From an optimization exercise on the open Yosys and OpenROAD flow, aimed at small area and a short achievable clock period; shortcuts taken in it are not production practice.
Where RTL was checked, it was by simulation tests only, not by an equivalence proof against the original.
Power and IR drop assume default switching activity.

==> flow/design.v (excerpt) <==
module Top #(
   parameter N = 16
) (
   input TDI,
   input TMS,
   input TCK,
   input [N-1:0] sys_pin_a,
   input [N-1:0] sys_pin_b,
   input sys_pin_cin,
   input sys_pin_sel,
   output [N-1:0] sys_pin_sum,
   output sys_pin_co,
   output TDO
);
==> flow/config.mk <==
export PLATFORM = sky130hd
export DESIGN_NAME = Top
export DESIGN_NICKNAME = Top
export VERILOG_FILES = /design/flow/design.v
export SDC_FILE = /design/flow/constraint.sdc
export NUM_CORES = 4
export LEC_CHECK = 0
export CAP_MARGIN = 20
export CORE_MARGIN = 2
export CORE_UTILIZATION = 40
export SLEW_MARGIN = 20
==> flow/constraint.sdc <==
create_clock -name core_clock -period 24.0 [get_ports {TCK}]
set_input_delay 4.8000 -clock core_clock [delete_from_list [all_inputs] [get_ports {TCK}]]
set_output_delay 4.8000 -clock core_clock [all_outputs]
set_load 0.01 [all_outputs]
standard.sh (not shown) runs the stock make flow with config.mk's settings and CLKGATE_MAP_FILE= SYNTH_SCRIPT=/design/flow/synth_recipe.tcl, a recipe that flattens the netlist after the stock synthesis.
==> flow/flow/run.sh <==
#!/bin/bash
# Standard synthesis, then the standard layout with: timing repair that
# aims for extra setup slack (so the input-to-output paths are optimised
# beyond what the clock period needs), cell sizing not limited to the same
# footprint, and a stronger buffer on each port.
set -euo pipefail
MARGIN=$(cat flow/margin.txt)
bash standard.sh synth > synth.log 2>&1
bash standard.sh SETUP_SLACK_MARGIN=$MARGIN MATCH_CELL_FOOTPRINT=0 \
  "BUFFER_PORTS_ARGS=-buffer_cell sky130_fd_sc_hd__buf_4" finish > layout.log 2>&1
==> flow/flow/margin.txt <==
13
Then changed:
--- a/flow/design.v
+++ b/flow/design.v
@@ -69,18 +69,17 @@
          byp1  <= br1 & ir1_sr1;
          mode2 <= ~br2;
          byp2  <= br2 & ir2_sr1;
       end
    end
    wire sel = sys_pin_sel;
    wire a0 = sys_pin_a[0];
    wire b0 = sys_pin_b[0];
-   wire [16:0] add1;
-   FastAdd fa1 (.a(sys_pin_a), .b(sys_pin_b), .cin(sys_pin_cin), .s(add1));
+   wire [16:0] add1 = {1'b0, sys_pin_a} + {1'b0, sys_pin_b} + {16'd0, sys_pin_cin};
    wire [16:0] fast1 = sel ? {a0, {11{b0}}, a0, 2'b00, a0 ^ b0, a0} : add1;
    reg [16:0] uo1, uf1, uo2, uf2;
    wire [16:0] s1 = mode1 ? uo1 : fast1;
    wire x2 = s1[0];
    wire [16:0] g2 = sel ? {x2, {12{x2}}, 3'b000, x2} : {s1[15], s1[14:0], s1[16]};
    wire pass = ~mode1 & ~mode2 & ~sel;
    wire xo = mode1 ? uo1[0] : a0;
    wire [16:0] other = mode2 ? uo2 :
@@ -142,58 +141,8 @@
    generate
       for (i = 0; i < 16; i = i + 1) begin : bit_
          assign s[i] = a[i] ^ b[i] ^ c[i];
          assign c[i+1] = (a[i] & b[i]) | (c[i] & (a[i] ^ b[i]));
       end
    endgenerate
    assign s[16] = c[16];
 endmodule
-module FastAdd (
-   input [15:0] a,
-   input [15:0] b,
-   input cin,
-   output [16:0] s
-);
-   wire [16:0] g0 = {a & b, cin};
-   wire [16:0] p0 = {a ^ b, 1'b0};
-   wire [16:0] g1, p1, g2, p2, g3, p3, g4, p4, g5, p5;
-   genvar i;
-   generate
-      for (i = 0; i < 17; i = i + 1) begin : lvl
-         if (i % 2 == 1) begin : l1a
-            assign g1[i] = g0[i] | (p0[i] & g0[i-1]);
-            assign p1[i] = p0[i] & p0[i-1];
-         end else begin : l1b
-            assign g1[i] = g0[i];
-            assign p1[i] = p0[i];
-         end
-         if (i % 4 >= 2) begin : l2a
-            assign g2[i] = g1[i] | (p1[i] & g1[i - (i % 4) + 1]);
-            assign p2[i] = p1[i] & p1[i - (i % 4) + 1];
-         end else begin : l2b
-            assign g2[i] = g1[i];
-            assign p2[i] = p1[i];
-         end
-         if (i % 8 >= 4) begin : l3a
-            assign g3[i] = g2[i] | (p2[i] & g2[i - (i % 8) + 3]);
-            assign p3[i] = p2[i] & p2[i - (i % 8) + 3];
-         end else begin : l3b
-            assign g3[i] = g2[i];
-            assign p3[i] = p2[i];
-         end
-         if (i % 16 >= 8) begin : l4a
-            assign g4[i] = g3[i] | (p3[i] & g3[i - (i % 16) + 7]);
-            assign p4[i] = p3[i] & p3[i - (i % 16) + 7];
-         end else begin : l4b
-            assign g4[i] = g3[i];
-            assign p4[i] = p3[i];
-         end
-         if (i >= 16) begin : l5a
-            assign g5[i] = g4[i] | (p4[i] & g4[15]);
-         end else begin : l5b
-            assign g5[i] = g4[i];
-         end
-      end
-   endgenerate
-   assign s[15:0] = p0[16:1] ^ g5[15:0];
-   assign s[16] = g5[16];
-endmodule
Effect: Non-clock buffer count rose by 2. Global-route usage is lower by 0.13 points. Worst hold slack barely changes. Synthesized cell count came out higher by 2.6%. Fmax went down by 0.34%. Power climbs by 5.2%. Via count stays flat. Cell count is higher by 4.1%. Clock power came out higher by about 6%. Routed wire length hardly moves.
No functional check of the RTL was part of any run of this note.

========
The RTL this note starts from:
==> flow/design.v <==
module Top #(
   parameter N = 16
) (
   input TDI,
   input TMS,
   input TCK,
   input [N-1:0] sys_pin_a,
   input [N-1:0] sys_pin_b,
   input sys_pin_cin,
   input sys_pin_sel,
   output [N-1:0] sys_pin_sum,
   output sys_pin_co,
   output TDO
);
   localparam [3:0] TLR = 4'hF, RTI = 4'hC, SEL_DR = 4'h7, CAP_DR = 4'h6,
                    SH_DR = 4'h2, EX1_DR = 4'h1, PAU_DR = 4'h3, EX2_DR = 4'h0,
                    UPD_DR = 4'h5, SEL_IR = 4'h4, CAP_IR = 4'hE, SH_IR = 4'hA,
                    EX1_IR = 4'h9, PAU_IR = 4'hB, EX2_IR = 4'h8, UPD_IR = 4'hD;
   reg [3:0] st;
   reg [3:0] st_nx;
   always @(*) begin
      case (st)
         TLR:     st_nx = TMS ? TLR : RTI;
         RTI:     st_nx = TMS ? SEL_DR : RTI;
         SEL_DR:  st_nx = TMS ? SEL_IR : CAP_DR;
         CAP_DR:  st_nx = TMS ? EX1_DR : SH_DR;
         SH_DR:   st_nx = TMS ? EX1_DR : SH_DR;
         EX1_DR:  st_nx = TMS ? UPD_DR : PAU_DR;
         PAU_DR:  st_nx = TMS ? EX2_DR : PAU_DR;
         EX2_DR:  st_nx = TMS ? UPD_DR : SH_DR;
         UPD_DR:  st_nx = TMS ? SEL_DR : RTI;
         SEL_IR:  st_nx = TMS ? TLR : CAP_IR;
         CAP_IR:  st_nx = TMS ? EX1_IR : SH_IR;
         SH_IR:   st_nx = TMS ? EX1_IR : SH_IR;
         EX1_IR:  st_nx = TMS ? UPD_IR : PAU_IR;
         PAU_IR:  st_nx = TMS ? EX2_IR : PAU_IR;
         EX2_IR:  st_nx = TMS ? UPD_IR : SH_IR;
         default: st_nx = TMS ? SEL_DR : RTI;   
      endcase
   end
   always @(posedge TCK) st <= st_nx;
   wire shift_dr = (st == SH_DR);
   wire capture_dr = (st == CAP_DR);
   wire shift_ir = (st == SH_IR);
   wire capture_ir = (st == CAP_IR);
   wire update_dr = TMS & ((st == EX1_DR) | (st == EX2_DR));
   wire update_ir = TMS & ((st == EX1_IR) | (st == EX2_IR));
   wire reset_ir = TMS & ((st == TLR) | (st == SEL_IR));
   reg ir1_sr1, ir2_sr1;
   reg br1, br2;
   reg mode1, byp1, mode2, byp2;
   always @(posedge TCK) begin
      if (shift_ir) begin
         ir1_sr1 <= br1;
         ir2_sr1 <= br2;
      end else if (capture_ir) begin
         ir1_sr1 <= 1'b1;
         ir2_sr1 <= 1'b1;
      end
   end
   always @(posedge TCK) begin
      if (reset_ir) begin
         mode1 <= 1'b0;
         byp1  <= 1'b1;
         mode2 <= 1'b0;
         byp2  <= 1'b1;
      end else if (update_ir) begin
         mode1 <= ~br1;
         byp1  <= br1 & ir1_sr1;
         mode2 <= ~br2;
         byp2  <= br2 & ir2_sr1;
      end
   end
   wire sel = sys_pin_sel;
   wire a0 = sys_pin_a[0];
   wire b0 = sys_pin_b[0];
   wire [16:0] add1;
   wire [16:1] add1_c;   
   wire [15:0] add1_p;   
   FastAdd fa1 (.a(sys_pin_a), .b(sys_pin_b), .cin(sys_pin_cin), .s(add1), .cy(add1_c),
                .pr(add1_p));
   wire [16:0] fast1 = sel ? {a0, {11{b0}}, a0, 2'b00, a0 ^ b0, a0} : add1;
   reg [16:0] uo1, uf1, uo2, uf2;
   wire [16:0] s1 = mode1 ? uo1 : fast1;
   wire x2 = s1[0];
   wire [16:0] g2 = sel ? {x2, {12{x2}}, 3'b000, x2} : {s1[15], s1[14:0], s1[16]};
   wire pass = ~mode1 & ~mode2 & ~sel;
   wire xo = mode1 ? uo1[0] : a0;
   wire [16:0] other = mode2 ? uo2 :
                       sel ? {xo, {12{xo}}, 3'b000, xo} :
                       {uo1[15], uo1[14:0], uo1[16]};
   wire [16:0] outv;
   assign outv[0] = pass ? add1[16] : other[0];
   assign outv[1] = pass ? add1[0] : other[1];
   assign outv[2] = pass ? add1[1] : other[2];
   genvar k;
   generate
      for (k = 2; k < 16; k = k + 1) begin : ob
         wire x0 = pass ? add1_p[k] : other[k+1];
         wire x1 = pass ? ~add1_p[k] : other[k+1];
         assign outv[k+1] = add1_c[k] ? x1 : x0;
      end
   endgenerate
   assign sys_pin_sum = outv[15:0];
   assign sys_pin_co = outv[16];
   wire [16:0] adder1_out = mode1 ? uf1 : fast1;
   wire [16:0] adder2_out = mode2 ? uf2 : g2;
   reg [50:0] c1, c2;
   wire dr1 = byp1 ? br1 : c1[50];   
   wire [50:0] p1 = {adder1_out, sel, sys_pin_cin, sys_pin_b, sys_pin_a};
   wire [50:0] p2 = {adder2_out, sel, s1[16], s1[15:0], s1[15:0]};
   wire hold_dr = (st == EX1_DR) | (st == PAU_DR) | (st == EX2_DR);
   wire shift_any = shift_dr | shift_ir;
   wire capture_any = capture_dr | capture_ir;
   wire load_dr = ~(shift_dr | hold_dr | update_dr);
   wire load_dr1 = ~(shift_dr | hold_dr);
   always @(posedge TCK) begin
      c1[33:0] <= ({34{shift_dr}} & {c1[32:0], TDI}) | ({34{hold_dr & ~update_dr}} & c1[33:0]) |
                  ({34{update_dr}} & c2[33:0]) | ({34{load_dr}} & p1[33:0]);
      c1[50:34] <= ({17{shift_dr}} & c1[49:33]) | ({17{hold_dr}} & c1[50:34]) |
                   ({17{load_dr1}} & p1[50:34]);
      c2 <= ({51{shift_dr}} & {c2[49:0], dr1}) | ({51{hold_dr}} & c2) | ({51{load_dr1}} & p2);
   end
   always @(posedge TCK) begin
      if (shift_any) begin
         br1 <= TDI;
         br2 <= shift_dr ? dr1 : ir1_sr1;
      end else if (capture_any) begin
         br1 <= 1'b0;
         br2 <= 1'b0;
      end
   end
   wire [16:0] r1;
   Ripple rip1 (.a(c1[15:0]), .b(c1[31:16]), .cin(c1[32]), .s(r1));
   wire ua1 = c1[0], ub1 = c1[16];
   wire [16:0] f1 = c1[33] ? {ua1, {11{ub1}}, ua1, 2'b00, ua1 ^ ub1, ua1} : r1;
   always @(posedge TCK) begin
      if (update_dr) begin
         uo1 <= c1[50:34];
         uo2 <= c2[50:34];
         uf1 <= f1;
      end
      if (st == UPD_DR) uf2 <= f1;
   end
   assign TDO = shift_ir ? ir2_sr1 : shift_dr ? (byp2 ? br2 : c2[50]) : 1'b0;
endmodule
module Ripple (
   input [15:0] a,
   input [15:0] b,
   input cin,
   output [16:0] s
);
   wire [16:0] c;
   assign c[0] = cin;
   genvar i;
   generate
      for (i = 0; i < 16; i = i + 1) begin : bit_
         assign s[i] = a[i] ^ b[i] ^ c[i];
         assign c[i+1] = (a[i] & b[i]) | (c[i] & (a[i] ^ b[i]));
      end
   endgenerate
   assign s[16] = c[16];
endmodule
module FastAdd (
   input [15:0] a,
   input [15:0] b,
   input cin,
   output [16:0] s,
   output [16:1] cy,
   output [15:0] pr
);
   wire [15:0] g0 = a & b;
   wire [15:0] p0 = a ^ b;
   wire [15:0] gp, pp;   
   wire [15:0] g1, p1, g2, p2, g3, p3, g4, p4;
   wire [15:0] gg, pg;   
   genvar i;
   generate
      for (i = 1; i < 16; i = i + 1) begin : pair
         assign gp[i] = g0[i] | (p0[i] & g0[i-1]);
         assign pp[i] = p0[i] & p0[i-1];
      end
      assign gp[0] = g0[0];
      assign pp[0] = p0[0];
      for (i = 0; i < 16; i = i + 1) begin : lvl
         if (i % 2 == 1) begin : l1a
            assign g1[i] = gp[i];
            assign p1[i] = pp[i];
         end else begin : l1b
            assign g1[i] = g0[i];
            assign p1[i] = p0[i];
         end
         if (i % 4 >= 2) begin : l2a
            assign g2[i] = g1[i] | (p1[i] & g1[i - (i % 4) + 1]);
            assign p2[i] = p1[i] & p1[i - (i % 4) + 1];
         end else begin : l2b
            assign g2[i] = g1[i];
            assign p2[i] = p1[i];
         end
         if (i % 8 >= 4) begin : l3a
            assign g3[i] = g2[i] | (p2[i] & g2[i - (i % 8) + 3]);
            assign p3[i] = p2[i] & p2[i - (i % 8) + 3];
         end else begin : l3b
            assign g3[i] = g2[i];
            assign p3[i] = p2[i];
         end
         if (i % 16 >= 8) begin : l4a
            assign g4[i] = g3[i] | (p3[i] & g3[i - (i % 16) + 7]);
            assign p4[i] = p3[i] & p3[i - (i % 16) + 7];
         end else begin : l4b
            assign g4[i] = g3[i];
            assign p4[i] = p3[i];
         end
         if (i == 2 || i == 4 || i == 8) begin : pw
            assign gg[i] = gp[i] | (pp[i] & gg[i-2]);
            assign pg[i] = pp[i] & pg[i-2];
         end else begin : sk
            assign gg[i] = g4[i];
            assign pg[i] = p4[i];
         end
      end
   endgenerate
   wire [16:1] c = gg | (pg & {16{cin}});
   assign s[0] = p0[0] ^ cin;
   assign s[1] = cin ? (p0[1] ^ (a[0] | b[0])) : (p0[1] ^ g0[0]);
   assign s[15:2] = p0[15:2] ^ c[15:2];
   assign s[16] = c[16];
   assign cy = c;
   assign pr = p0;
endmodule
clock: 24.0 ns
lec_check: 0
cap_margin: 20
core_margin: 2
core_utilization: 60
cts_buf_list: sky130_fd_sc_hd__clkbuf_8
slew_margin: 20
==> flow/flow/margin.txt <==
12.6
Scripts as last shown in full above: flow/flow/run.sh
==> next run, changes <==
--- a/flow/design.v
+++ b/flow/design.v
@@ -168,62 +168,47 @@
    output [16:0] s,
    output [16:1] cy,
    output [15:0] pr
 );
    wire [15:0] g0 = a & b;
    wire [15:0] p0 = a ^ b;
-   wire [15:0] gp, pp;   
    wire [15:0] g1, p1, g2, p2, g3, p3, g4, p4;
-   wire [15:0] gg, pg;   
    genvar i;
    generate
-      for (i = 1; i < 16; i = i + 1) begin : pair
-         assign gp[i] = g0[i] | (p0[i] & g0[i-1]);
-         assign pp[i] = p0[i] & p0[i-1];
-      end
-      assign gp[0] = g0[0];
-      assign pp[0] = p0[0];
       for (i = 0; i < 16; i = i + 1) begin : lvl
-         if (i % 2 == 1) begin : l1a
-            assign g1[i] = gp[i];
-            assign p1[i] = pp[i];
+         if (i >= 1) begin : l1a
+            assign g1[i] = g0[i] | (p0[i] & g0[i-1]);
+            assign p1[i] = p0[i] & p0[i-1];
          end else begin : l1b
             assign g1[i] = g0[i];
             assign p1[i] = p0[i];
          end
-         if (i % 4 >= 2) begin : l2a
-            assign g2[i] = g1[i] | (p1[i] & g1[i - (i % 4) + 1]);
-            assign p2[i] = p1[i] & p1[i - (i % 4) + 1];
+         if (i >= 2) begin : l2a
+            assign g2[i] = g1[i] | (p1[i] & g1[i-2]);
+            assign p2[i] = p1[i] & p1[i-2];
          end else begin : l2b
             assign g2[i] = g1[i];
             assign p2[i] = p1[i];
          end
-         if (i % 8 >= 4) begin : l3a
-            assign g3[i] = g2[i] | (p2[i] & g2[i - (i % 8) + 3]);
-            assign p3[i] = p2[i] & p2[i - (i % 8) + 3];
+         if (i >= 4) begin : l3a
+            assign g3[i] = g2[i] | (p2[i] & g2[i-4]);
+            assign p3[i] = p2[i] & p2[i-4];
          end else begin : l3b
             assign g3[i] = g2[i];
             assign p3[i] = p2[i];
          end
-         if (i % 16 >= 8) begin : l4a
-            assign g4[i] = g3[i] | (p3[i] & g3[i - (i % 16) + 7]);
-            assign p4[i] = p3[i] & p3[i - (i % 16) + 7];
+         if (i >= 8) begin : l4a
+            assign g4[i] = g3[i] | (p3[i] & g3[i-8]);
+            assign p4[i] = p3[i] & p3[i-8];
          end else begin : l4b
             assign g4[i] = g3[i];
             assign p4[i] = p3[i];
          end
-         if (i == 2 || i == 4 || i == 8) begin : pw
-            assign gg[i] = gp[i] | (pp[i] & gg[i-2]);
-            assign pg[i] = pp[i] & pg[i-2];
-         end else begin : sk
-            assign gg[i] = g4[i];
-            assign pg[i] = p4[i];
-         end
       end
    endgenerate
-   wire [16:1] c = gg | (pg & {16{cin}});
+   wire [16:1] c = g4 | (p4 & {16{cin}});
    assign s[0] = p0[0] ^ cin;
    assign s[1] = cin ? (p0[1] ^ (a[0] | b[0])) : (p0[1] ^ g0[0]);
    assign s[15:2] = p0[15:2] ^ c[15:2];
    assign s[16] = c[16];
    assign cy = c;
    assign pr = p0;
Outcome:
- The changed run finished clean
- worst setup slack gets better by 0.18 ns
- cell count came out higher by 7.8%
- area after synthesis came out higher by 6.0%
- core utilization came out lower by 0.45 points
- wire length came out higher by 10%
- register-to-register slack gets better by 0.11 ns
- total power came out higher by 1.7%
- final area came out higher by 4.3%
- worst hold slack gets better by 0.0064 ns
- die area came out higher by 5.8%
- synthesized cell count came out higher by 10%
- fmax came out higher by 1.6%
Function not checked in the second run of this note: the RTL went through the layout flow alone.

## static timing again, ports no longer ideal
In the flow no input, the clock included, has a driving cell. The finished layouts below were timed again as built, in two steps. Step 1 assumes that a clkbuf_16 drives the clock port and a buf_2 every other input. Step 2 adds t to the input delays and takes it off the output delays; t is the mean of the earliest and latest rising clock arrival at the registers after step 1. Input paths then give back, and output paths get back, about the clock's delay inside the block. Three values: no drivers, after step 1, after step 2; two values: the first two.
| run | t (ns) | setup slack, ns | hold WS [ns] | latest minus earliest clock arrival (ns) |
|---|---|---|---|---|
| the first run of note 1 | 0.477 | 12.197 / 12.161 / 12.161 | 0.463 / 0.463 / 0.463 | 0.017 / 0.017 |
| the second run of note 1 | 0.471 | 12.156 / 12.118 / 12.118 | 0.461 / 0.461 / 0.461 | 0.011 / 0.011 |
| the first run of note 2 | 0.505 | 12.320 / 12.287 / 12.287 | 0.460 / 0.460 / 0.460 | 0.011 / 0.012 |
| the second run of note 2 | 0.510 | 12.501 / 12.456 / 12.456 | 0.467 / 0.467 / 0.467 | 0.014 / 0.015 |
After both steps every run listed still meets setup and hold. For the second run of note 2, which loses most, drivers alone change the setup slack by -0.045 ns; drivers and shift together by -0.045 ns.
